Context: an optimization exercise on an open-source flow, tuned for small area. The choices shown serve that exercise and are no tape-out recipe.
In this exercise RTL edits were held to simulation tests only and were not proved equivalent to the original.
No activity file was given, so power comes from the tool's default toggle rates.

### flow/flow/run.sh
#!/bin/bash
# The standard layout (standard.sh), with two changes made through the
# ORFS variables it reads from the environment:
#  - port buffers use the smallest buffer cell (buf_1) instead of the one
#    buffer_ports picks by itself;
#  - clock tree: larger sink clusters on clkbuf_16 and no dummy loads.
set -euo pipefail
export BUFFER_PORTS_ARGS="-buffer_cell sky130_fd_sc_hd__buf_1"
export CTS_ARGS="-sink_clustering_enable -repair_clock_nets -dont_use_dummy_load -sink_clustering_size 22 -sink_clustering_max_diameter 150 -buf_list sky130_fd_sc_hd__clkbuf_16"
bash standard.sh > standard.log 2>&1
### flow/standard.sh
#!/bin/bash
# synth_recipe.tcl (not shown) runs the flow's synth.tcl, then flattens the netlist and writes it again
# the make line also repeats each setting of config.mk as NAME=value (left out here)
make -C /OpenROAD-flow-scripts/flow DESIGN_CONFIG=/design/flow/config.mk WORK_HOME=/design/flow/orfs CLKGATE_MAP_FILE= SYNTH_SCRIPT=/design/flow/synth_recipe.tcl "${@:-finish}"
### flow/config.mk
export PLATFORM = sky130hd
export DESIGN_NAME = qpu_exec
export DESIGN_NICKNAME = qpu_exec
export VERILOG_FILES = /design/flow/design.v
export SDC_FILE = /design/flow/constraint.sdc
export NUM_CORES = 4
export LEC_CHECK = 0
export CAP_MARGIN = 20
export CORE_AREA = 5 5 285 285
export DIE_AREA = 0 0 290 290
export SLEW_MARGIN = 20
### flow/constraint.sdc
create_clock -name core_clock -period 12.0 [get_ports {clk}]
set_input_delay 2.4000 -clock core_clock [delete_from_list [all_inputs] [get_ports {clk}]]
set_output_delay 2.4000 -clock core_clock [all_outputs]
set_load 0.01 [all_outputs]
### flow/design.v
module qpu_exec(
  input  clk,
  input  rst_n,
  input  i_valid,
  input  [31:0] i_ir,
  input  [31:0] i_pc,
  input  i_prdt_taken,
  input  [31:0] i_rs1,
  input  [31:0] i_rs2,
  input  [15:0] i_time,
  input  [11:0] i_qmr,
  input  [131:0] i_edata,
  input  [13:0] i_oprand,
  input  [47:0] i_tqgl_pre,
  input  [47:0] i_tqgl_cur,
  input  cmt_ready,
  input  cwbck_ready,
  input  qcwbck_ready,
  input  twbck_ready,
  input  ewbck_ready,
  output [5:0] o_rs1idx,
  output [5:0] o_rs2idx,
  output o_rs1en,
  output o_rs2en,
  output o_rs1x0,
  output o_rs2x0,
  output o_tqg,
  output o_bxx,
  output [31:0] o_bjp_imm,
  output o_ready,
  output cmt_valid,
  output [31:0] cmt_pc,
  output [31:0] cmt_imm,
  output cmt_bjp,
  output cmt_bjp_prdt,
  output cmt_bjp_rslv,
  output cwbck_valid,
  output [31:0] cwbck_data,
  output [5:0] cwbck_rdidx,
  output qcwbck_valid,
  output [31:0] qcwbck_data,
  output [5:0] qcwbck_rdidx,
  output twbck_valid,
  output [15:0] twbck_data,
  output ewbck_valid,
  output [131:0] ewbck_data,
  output [13:0] ewbck_oprand,
  output [47:0] ewbck_tqgl
  );
  wire [31:0] ir = i_ir;
  wire [4:0]  n_opc    = ir[4:0];
  wire [2:0]  n_f3     = ir[31:29];
  wire        n_q      = ir[0];
  wire        n_branch = (n_opc == 5'b11000);
  wire        n_opimm  = (n_opc == 5'b00010);
  wire        n_op     = (n_opc == 5'b01010);
  wire        n_qwait  = (n_opc == 5'b10010);
  wire        n_fmr    = (n_opc == 5'b11010);
  wire        n_smis   = (n_opc == 5'b00110);
  wire        n_meas   = &ir[9:1];            
  wire        n_pinz   = |n_f3;               
  wire n_arith = n_op | n_opimm;
  wire n_xor   = n_arith & (n_f3 == 3'd1);
  wire n_or    = n_arith & (n_f3 == 3'd2);
  wire n_and   = n_arith & (n_f3 == 3'd3);
  wire n_sub   = (n_op & (n_f3 == 3'd4)) | n_branch;
  wire [31:0] n_i_imm = {{18{ir[28]}}, ir[28:15]};
  wire [31:0] n_m_imm = {{10{ir[31]}}, ir[31:24], ir[14:10], ir[23:15]};
  wire [31:0] n_w_imm = {{5{ir[31]}}, ir[31:29], ir[9:5], ir[28:24], ir[14:10], ir[23:15]};
  wire n_imm   = n_opimm | n_smis | n_qwait;
  wire n_mw    = n_smis | n_qwait;
  wire n_time  = n_qwait | n_q;
  wire s_rs1   = ~(n_smis | n_time | n_fmr);
  wire s_rs1h  = ~(n_smis | n_fmr | n_q);
  wire s_rs1u  = ~(n_fmr | n_q);
  wire s_rs2   = ~(n_imm | n_q) & ~n_sub;    
  wire s_rs2n  = n_sub;                       
  wire [47:0] n_tqgl = i_tqgl_cur | (i_tqgl_pre & {48{~n_pinz}});
  wire [31:0] op1;
  assign op1[11:0]  = (i_rs1[11:0] & {12{s_rs1}}) | (i_time[11:0] & {12{n_time}}) | (i_qmr & {12{n_fmr}});
  assign op1[15:12] = (i_rs1[15:12] & {4{s_rs1}}) | (i_time[15:12] & {4{n_time}});
  assign op1[21:16] = (i_rs1[21:16] & {6{s_rs1h}}) | (n_tqgl[5:0] & {6{n_q}});
  assign op1[31:22] = (i_rs1[31:22] & {10{s_rs1u}}) | (n_tqgl[15:6] & {10{n_q}});
  wire [31:0] op2;
  assign op2[2:0]   = (i_rs2[2:0] & {3{s_rs2}}) | (~i_rs2[2:0] & {3{s_rs2n}}) | (ir[17:15] & {3{n_imm}}) | (ir[31:29] & {3{n_q}});
  assign op2[8:3]   = (i_rs2[8:3] & {6{s_rs2}}) | (~i_rs2[8:3] & {6{s_rs2n}}) | (ir[23:18] & {6{n_imm}});
  assign op2[13:9]  = (i_rs2[13:9] & {5{s_rs2}}) | (~i_rs2[13:9] & {5{s_rs2n}}) | (ir[28:24] & {5{n_opimm}}) | (ir[14:10] & {5{n_mw}});
  assign op2[15:14] = (i_rs2[15:14] & {2{s_rs2}}) | (~i_rs2[15:14] & {2{s_rs2n}}) | ({2{ir[28] & n_opimm}}) | (ir[25:24] & {2{n_mw}});
  assign op2[21:16] = (i_rs2[21:16] & {6{s_rs2}}) | (~i_rs2[21:16] & {6{s_rs2n}}) | ({6{ir[28] & n_opimm}}) | (ir[31:26] & {6{n_mw}});
  assign op2[31:22] = (i_rs2[31:22] & {10{s_rs2}}) | (~i_rs2[31:22] & {10{s_rs2n}}) | ({10{ir[28] & n_opimm}});
  localparam BS = 4;
  localparam NB = 32 / BS;
  wire        n_chain = ~(n_xor | n_or | n_and);
  wire        n_cout  = n_or | n_and;
  wire [31:0] add_b = op2;             
  wire [31:0] add_ci;
  wire [31:0] add_s0;
  wire [31:0] add_co;
  wire [31:0] add_inc;                 
  wire [NB:0] blk_c;                   
  assign blk_c[0] = n_sub;
  genvar gc;
  generate
    for (gc = 0; gc < 32; gc = gc + 1) begin : g_slice
      if (gc == 0) begin : g_lsb
        assign add_ci[gc] = n_chain ? n_sub : n_or;
      end else if (gc % BS == 0) begin : g_first
        assign add_ci[gc] = ~n_chain & n_or;
      end else begin : g_next
        assign add_ci[gc] = n_chain ? add_co[gc-1] : n_or;
      end
      assign add_s0[gc] = op1[gc] ^ add_b[gc] ^ add_ci[gc];
      assign add_co[gc] = (op1[gc] & add_b[gc]) | (op1[gc] & add_ci[gc]) | (add_b[gc] & add_ci[gc]);
      if (gc < BS) begin : g_blk0
        assign add_inc[gc] = 1'b0;
      end else if (gc % BS == 0) begin : g_incfirst
        assign add_inc[gc] = blk_c[gc/BS] & n_chain & ~(n_q & (gc >= 16));
      end else begin : g_incnext
        assign add_inc[gc] = add_inc[gc-1] & add_s0[gc-1];
      end
    end
    for (gc = 0; gc < NB; gc = gc + 1) begin : g_blk
      if (gc == 0) begin : g_b0
        assign blk_c[gc+1] = add_co[BS-1];
      end else begin : g_bn
        assign blk_c[gc+1] = add_co[gc*BS+BS-1] | (blk_c[gc] & (&add_s0[gc*BS +: BS]));
      end
    end
  endgenerate
  wire [31:0] add_s = add_s0 ^ add_inc;
  wire [31:0] res = n_cout ? add_co : add_s;
  wire n_eq  = ~|add_s;
  wire n_lt  = op1[31] ^ add_b[31] ^ blk_c[NB];
  wire n_cmp = n_f3[1] ? (n_lt ^ n_f3[0]) : (n_eq ^ n_f3[0]);
  wire [11:0]  n_oprand;
  wire [107:0] n_edata;
  genvar gi;
  generate
    for (gi = 0; gi < 12; gi = gi + 1) begin : g_qubit
      assign n_edata[gi*9 +: 9] = ({9{i_rs1[gi]}} & ir[9:1])
                                | ({9{i_rs2[gi]}} & ir[23:15])
                                | (i_edata[gi*9 +: 9] & {9{~n_pinz}});
      assign n_oprand[gi] = i_rs1[gi] | (~n_meas & (i_rs2[gi] | (i_oprand[gi] & ~n_pinz)));
    end
  endgenerate
  reg         r_valid;
  reg  [31:1] r_ir_hi;
  reg         r_ir0_n;                 
  wire [31:0] r_ir = {r_ir_hi, ~r_ir0_n};
  reg  [31:0] r_pc;
  reg         r_prdt_taken;
  reg         r_cmt_ready;
  reg         r_cwbck_ready;
  reg         r_qcwbck_ready;
  reg         r_twbck_ready;
  reg         r_ewbck_ready;
  always @(posedge clk or negedge rst_n) begin
    if (rst_n == 1'b0) begin
      r_valid        <= 1'b0;
      r_ir_hi        <= 31'd0;
      r_ir0_n        <= 1'b1;
      r_pc           <= 32'd0;
      r_prdt_taken   <= 1'b0;
      r_cmt_ready    <= 1'b0;
      r_cwbck_ready  <= 1'b0;
      r_qcwbck_ready <= 1'b0;
      r_twbck_ready  <= 1'b0;
      r_ewbck_ready  <= 1'b0;
    end
    else begin
      r_valid        <= i_valid;
      r_ir_hi        <= i_ir[31:1];
      r_ir0_n        <= ~i_ir[0];
      r_pc           <= i_pc;
      r_prdt_taken   <= i_prdt_taken;
      r_cmt_ready    <= cmt_ready;
      r_cwbck_ready  <= cwbck_ready;
      r_qcwbck_ready <= qcwbck_ready;
      r_twbck_ready  <= twbck_ready;
      r_ewbck_ready  <= ewbck_ready;
    end
  end
  reg  [31:0]  r_res_n;
  reg  [107:0] r_edata_n;
  reg  [11:0]  r_oprand_n;
  reg  [31:0]  r_tqgl_n;
  always @(posedge clk) begin
    r_res_n[31:16] <= ~res[31:16];
    r_res_n[15:1]  <= ~res[15:1];
    r_res_n[0]     <= ~(n_branch ? n_cmp : res[0]);
    r_edata_n      <= ~n_edata;
    r_oprand_n     <= ~n_oprand;
    r_tqgl_n       <= ~n_tqgl[47:16];
  end
  wire [4:0] opc     = r_ir[4:0];
  wire [2:0] f3      = r_ir[31:29];
  wire q             = r_ir[0];
  wire load          = (opc == 5'b00000);
  wire store         = (opc == 5'b01000);
  wire branch        = (opc == 5'b11000);
  wire opimm         = (opc == 5'b00010);
  wire op            = (opc == 5'b01010);
  wire qwait         = (opc == 5'b10010);
  wire fmr           = (opc == 5'b11010);
  wire smis          = (opc == 5'b00110);
  wire rs1_x0 = (r_ir[14:10] == 5'd0);
  wire rs2_x0 = (r_ir[28:24] == 5'd0);
  wire rd_x0  = (r_ir[9:5]   == 5'd0);
  wire meas   = q & (&r_ir[9:1]);
  wire q_single = (r_ir[23:15] == 9'd0);
  wire ntp    = qwait | (q & (|f3));
  wire sel_bjp = branch;
  wire sel_qiu = q;
  wire sel_any = ~(load | store);
  assign o_rs1idx = {fmr | q, r_ir[14:10]};
  assign o_rs2idx = {q, r_ir[28:24]};
  assign o_rs1en  = ~rs1_x0 & ~qwait & ~smis;
  assign o_rs2en  = ~rs2_x0 & (branch | store | op | fmr | (q & ~q_single));
  assign o_rs1x0  = rs1_x0 & ~q;
  assign o_rs2x0  = rs2_x0;
  assign o_tqg    = q & (&r_ir[9:5]) & ~(&r_ir[4:1]);
  assign o_bxx    = branch;
  assign o_bjp_imm = {1'b0, {17{r_ir[9]}}, r_ir[9:5], r_ir[23:15]};
  wire [31:0] i_imm = {{18{r_ir[28]}}, r_ir[28:15]};
  wire [31:0] s_imm = {{15{r_ir[31]}}, r_ir[31:29], r_ir[9:5], r_ir[23:15]};
  wire [31:0] b_imm = {1'b0, {17{r_ir[9]}}, r_ir[9:5], r_ir[23:15]};
  wire [31:0] m_imm = {{10{r_ir[31]}}, r_ir[31:24], r_ir[14:10], r_ir[23:15]};
  wire [31:0] w_imm = {{5{r_ir[31]}}, r_ir[31:29], r_ir[9:5], r_ir[28:24], r_ir[14:10], r_ir[23:15]};
  wire [31:0] q_imm = {29'd0, f3};
  assign cmt_imm = ({32{opimm}} & i_imm)
                 | ({32{store}} & s_imm)
                 | ({32{branch}} & b_imm)
                 | ({32{smis}}  & m_imm)
                 | ({32{qwait}} & w_imm)
                 | ({32{q}}     & q_imm);
  assign cmt_pc = r_pc;
  wire alu_def = fmr | (op & (f3 <= 3'd4)) | (opimm & (f3 <= 3'd3));
  assign cwbck_data  = ~(r_res_n | {32{~alu_def}});
  assign qcwbck_data = {{10{r_ir[31] & smis}}, ~(r_res_n[21:0] | {22{~smis}})};
  assign twbck_data  = ~(r_res_n[15:0] | {16{~ntp}});
  wire qi_n = ~(q & ~meas);
  assign ewbck_data   = {{2{~(r_oprand_n | {12{~meas}})}}, ~(r_edata_n | {108{qi_n}})};
  assign ewbck_oprand = {meas, meas, ~(r_oprand_n | {12{qi_n}})};
  assign ewbck_tqgl   = ~({r_tqgl_n, r_res_n[31:16]} | {48{r_ir0_n}});
  assign cwbck_rdidx  = {smis, r_ir[9:5]};
  assign qcwbck_rdidx = {smis, r_ir[9:5]};
  assign cmt_bjp      = branch;
  assign cmt_bjp_prdt = branch & r_prdt_taken;
  assign cmt_bjp_rslv = branch & ~f3[2] & ~r_res_n[0];
  wire rdwen = ~rd_x0 & ~branch & ~store & ~qwait & ~q;
  wire need_cwbck  = rdwen & ~smis;
  wire need_qcwbck = rdwen & smis;
  wire need_ewbck  = q | ntp;
  wire o_valid = r_valid & sel_any;
  assign o_ready = sel_any & r_cmt_ready
                 & (  need_cwbck  ? r_cwbck_ready
                    : need_qcwbck ? r_qcwbck_ready
                    : ntp         ? r_twbck_ready
                    : need_ewbck  ? r_ewbck_ready
                    : 1'b1);
  assign cwbck_valid  = need_cwbck  & o_valid & r_cmt_ready;
  assign qcwbck_valid = need_qcwbck & o_valid & r_cmt_ready;
  assign twbck_valid  = ntp         & o_valid & r_cmt_ready;
  assign ewbck_valid  = need_ewbck  & o_valid & r_cmt_ready;
  assign cmt_valid = o_valid
                   & (  need_cwbck ? r_cwbck_ready
                      : ntp        ? r_twbck_ready
                      : need_ewbck ? r_ewbck_ready
                      : 1'b1);
endmodule
==> results.txt <==
## state kept, by name, indices dropped and copies added (netlist names), 12 cells and up
name        cells
r_oprand_n     12
r_edata_n     108
r_res_n        32
r_pc           32
r_tqgl_n       32
r_ir_hi        31
## area by class of cell
cell class              count  area, sq um
diodes                      7         17.5
repair buffers            843         3380
multi-input cells         888         5920
flip-flops and latches    255         5460
well taps                1040         1300
clock buffers              15          375
fillers                  8838        61000
inverters                  27          101
## metrics by stage
step | hold slack, ns | cell area, sq um | std cells
6_report | 1.79 | 16600 | 3075
5_1_grt | 1.78 | 16500 | 3070
4_1_cts | 1.76 | 16500 | 3068
3_3_place_gp | 2.36 | 16200 | 3053
3_5_place_dp | 2.36 | 16200 | 3053
2_1_floorplan | 2.10 | 12400 | 1352
## Yosys cell counts, drive strengths merged, types with 26 or more instances
master,instances,share of area (%)
dfrtp,70,14
a222oi,124,10
clkbuf,75,2.3
o21ai,31,1.2
buf,107,5.6
nand2,58,1.8
nor2,317,9.6
inv,26,0.79
fa,32,5.2
a21oi,80,3.2
dfxtp,184,30
## logic make-up (layout without fill, tap and decap cells)
family / after synthesis / after routing / synth area share, %
other: 1 / 8 / 0.0302
AO/OA/AOI/OAI: 334 / 334 / 20.9
multiplexers: 23 / 23 / 1.87
buffers and inverters: 209 / 885 / 8.72
AND/OR/NAND/NOR: 468 / 468 / 16.7
flip-flops: 255 / 255 / 43.9
adder cells (fa/ha/maj): 54 / 54 / 7.37
XOR/XNOR: 8 / 8 / 0.564
## worst max-delay path: cells and delay by family
kind            cells  cell delay (ns)
compound gates     11             2.44
fa+ha+maj           7             2.52
buf+inv             5             1.06
simple gates        6             1.54
## cells in the final DEF, fill, tap and decap left out, types with 5 or more instances in the layout
cell / netlist / final
a22o_1: 6 / 6
dfrtp_1: 70 / 70
nand4_1: 6 / 6
or3_1: 7 / 7
clkbuf_2: 1 / 7
nand2_1: 58 / 58
o211ai_1: 22 / 22
nor3b_1: 6 / 6
fa_1: 32 / 32
ha_1: 22 / 22
nor4_1: 9 / 9
nand3_1: 14 / 14
a222oi_1: 124 / 124
o21ai_0: 31 / 30
buf_4: 66 / 55
dfxtp_1: 184 / 184
a221o_1: 11 / 11
mux2i_1: 21 / 21
a21o_1: 12 / 12
nor2_1: 317 / 316
a21oi_1: 80 / 80
inv_1: 26 / 26
o21a_1: 20 / 20
a22oi_1: 8 / 8
buf_1: 6 / 780
nor3_2: 2 / 5
and2_1: 10 / 10
clkbuf_16: 0 / 15
diode_2: 0 / 7
xnor2_1: 8 / 8
## power groups by stage
stage / sequential [mW] / combinational, mW / clock [mW]
6_report: 1.02 / 0.543 / 0.543
5_1_grt: 1.02 / 0.590 / 0.591
4_1_cts: 1.02 / 0.545 / 0.566
3_5_place_dp: 1.04 / 0.542 / 0
3_3_place_gp: 1.04 / 0.540 / 0
2_1_floorplan: 0.995 / 0.289 / 0
## how the worst max path moves through the flow
stage | startpoint | endpoint | slack [ns]
after CTS | i_ir[4] | r_res_n[0] | 2.57
after global routing | i_ir[4] | r_res_n[0] | 2.03
final | i_ir[4] | r_res_n[0] | 2.45
after global placement | i_ir[4] | r_res_n[0] | 2.01
after floorplan | i_ir[3] | r_res_n[0] | 3.33
after detailed placement | i_ir[4] | r_res_n[0] | 2.02
## routing by layer
layer | share of wire, % | global-route usage (%) | up-vias
met3 | 9.4 | 4.08 | 129
li1 | - | - | 6167
met1 | 39 | 21.8 | 6818
met5 | 0.082 | 0 | -
met2 | 48 | 30.2 | 970
met4 | 3.8 | 6.06 | 12
==> results.toml <==
[status]
status = "finished clean"

[cts]
cts_tree = "built"
root_buffer = "clkbuf_16"
clk_pin_slew_ns = 0.10
cts_num_sinks = 255
clockBufferDepth = 3
postCtsHoldBufs = 0
ctsHtreeMaxLevel = 1
cts_setup_buffers = 0
cts_resized = 0
cts_made_buffers = 15

[sta]
period_share_pct = 79.6
slew_violations = 0
report.final.hold_viol_count = 0
finalWorstSetupSlack_ns = 2.45
max_freq_ghz = 0.105
worst_pin_slew_ns = 1.14
setup_viol = 0
min_period_ns = 9.55
fin_setup_tns_ns = 0
relSlewSlack_pct = 23.9
rsz0062_at_grt = "false"

[yosys]
synth.distinct_cells = 64
ys_warn_count = 1
async_flop_share_pct = 27.8
syn_area_per_cell_sq_um = 9.19
synth_cells = 1352
ys.flop_type = "dfxtp_1"
syn-cell-area_sq_um = 12400
synth-seq-cells = 255
synthesis.nets = 1813
synth-edff-count = 0
seq_area_frac_synth_pct = 43.9

[min_path]
hold_class = "input pin to async pin"

[power_and_ir_drop]
power_frac_clock_pct = 25.8
p_sw_share_pct = 35.4
ir_drop_v = 0.000130
comb_power_share_pct = 25.8
p_int_mw = 1.36
pwr_density_cell_nw_per_um2 = 127
seq_power_share_pct = 48.4
p_leak_nw = 6.39
switching_power_mw = 0.745
finalPower_mw = 2.10

[placement]
pre_cts_ws_ns = 2.02
place_congestion = 0.908
place_hpwl_mm = 63.4
portBuffers = 788

[routing]
drt_iter0_markers = 1653
num_vias = 14100
drtAntennaViolNets = 0
routed_wirelength_mm = 79.6
vias_per_cell = 4.58
drc_errors = 0
dr.pass1.iters = 8
wire_per_inst_um = 25.9

[critical_path]
critPathLaunchType = "input pin"
cp_slowest_cell = "a222oi_1"
cp-end-kind = "flip-flop"
required_ns = 12.43
crit_type = "input pin to flip-flop"
cp_max_fo = 20
worstPathArrival_ns = 9.97
max_stage_delay_ns = 0.75

[floorplan]
initial_core_util_pct = 16.0
coreArea_sq_um = 77600
dieArea_sq_um = 84100
fp.dieH_um = 290
ios = 816
die_w_um = 290
rows = 102

[layout]
nets = 2491
drive_above_1_share_pct = 4.88
final_util_pct = 21.3
syn_to_final_growth_pct = 33.2

[global_routing]
grt.overflow.total = 0
grt_start_max_net_pins = 89
grt.total_usage_pct = 17.6
grt_pass1_vias = 13900
grt_pass1_wl_mm = 108
antenna_found_initial = 16

[flow_run]
cap_violations = 0

==> what the ideal ports hide <==
No port has a modelled driver above. Below, the same layout with a new extraction and two added sets of constraints.
Step 1 (the two cells are an assumption about what drives the block):
set clk [get_ports {clk}]
set_driving_cell -lib_cell sky130_fd_sc_hd__clkbuf_16 $clk
set_driving_cell -lib_cell sky130_fd_sc_hd__buf_2 [delete_from_list [all_inputs] $clk]
Step 2 moves the port delays by t, midway between the first and last clock arrival at a register: inputs arrive t later, outputs are due t later. That takes back most of the time a late clock gives input paths.
Slacks: ideal / step 1 / step 2; pairs: ideal / step 1.
shift t [ns]: 0.579
slack for setup (ns): 2.453 / 2.475 / 1.896
hold WS [ns]: 1.788 / 1.759 / 2.338
After both steps setup and hold are still met in this run. The setup slack of this run moves by +0.022 ns with the drivers and by -0.557 ns with both steps.
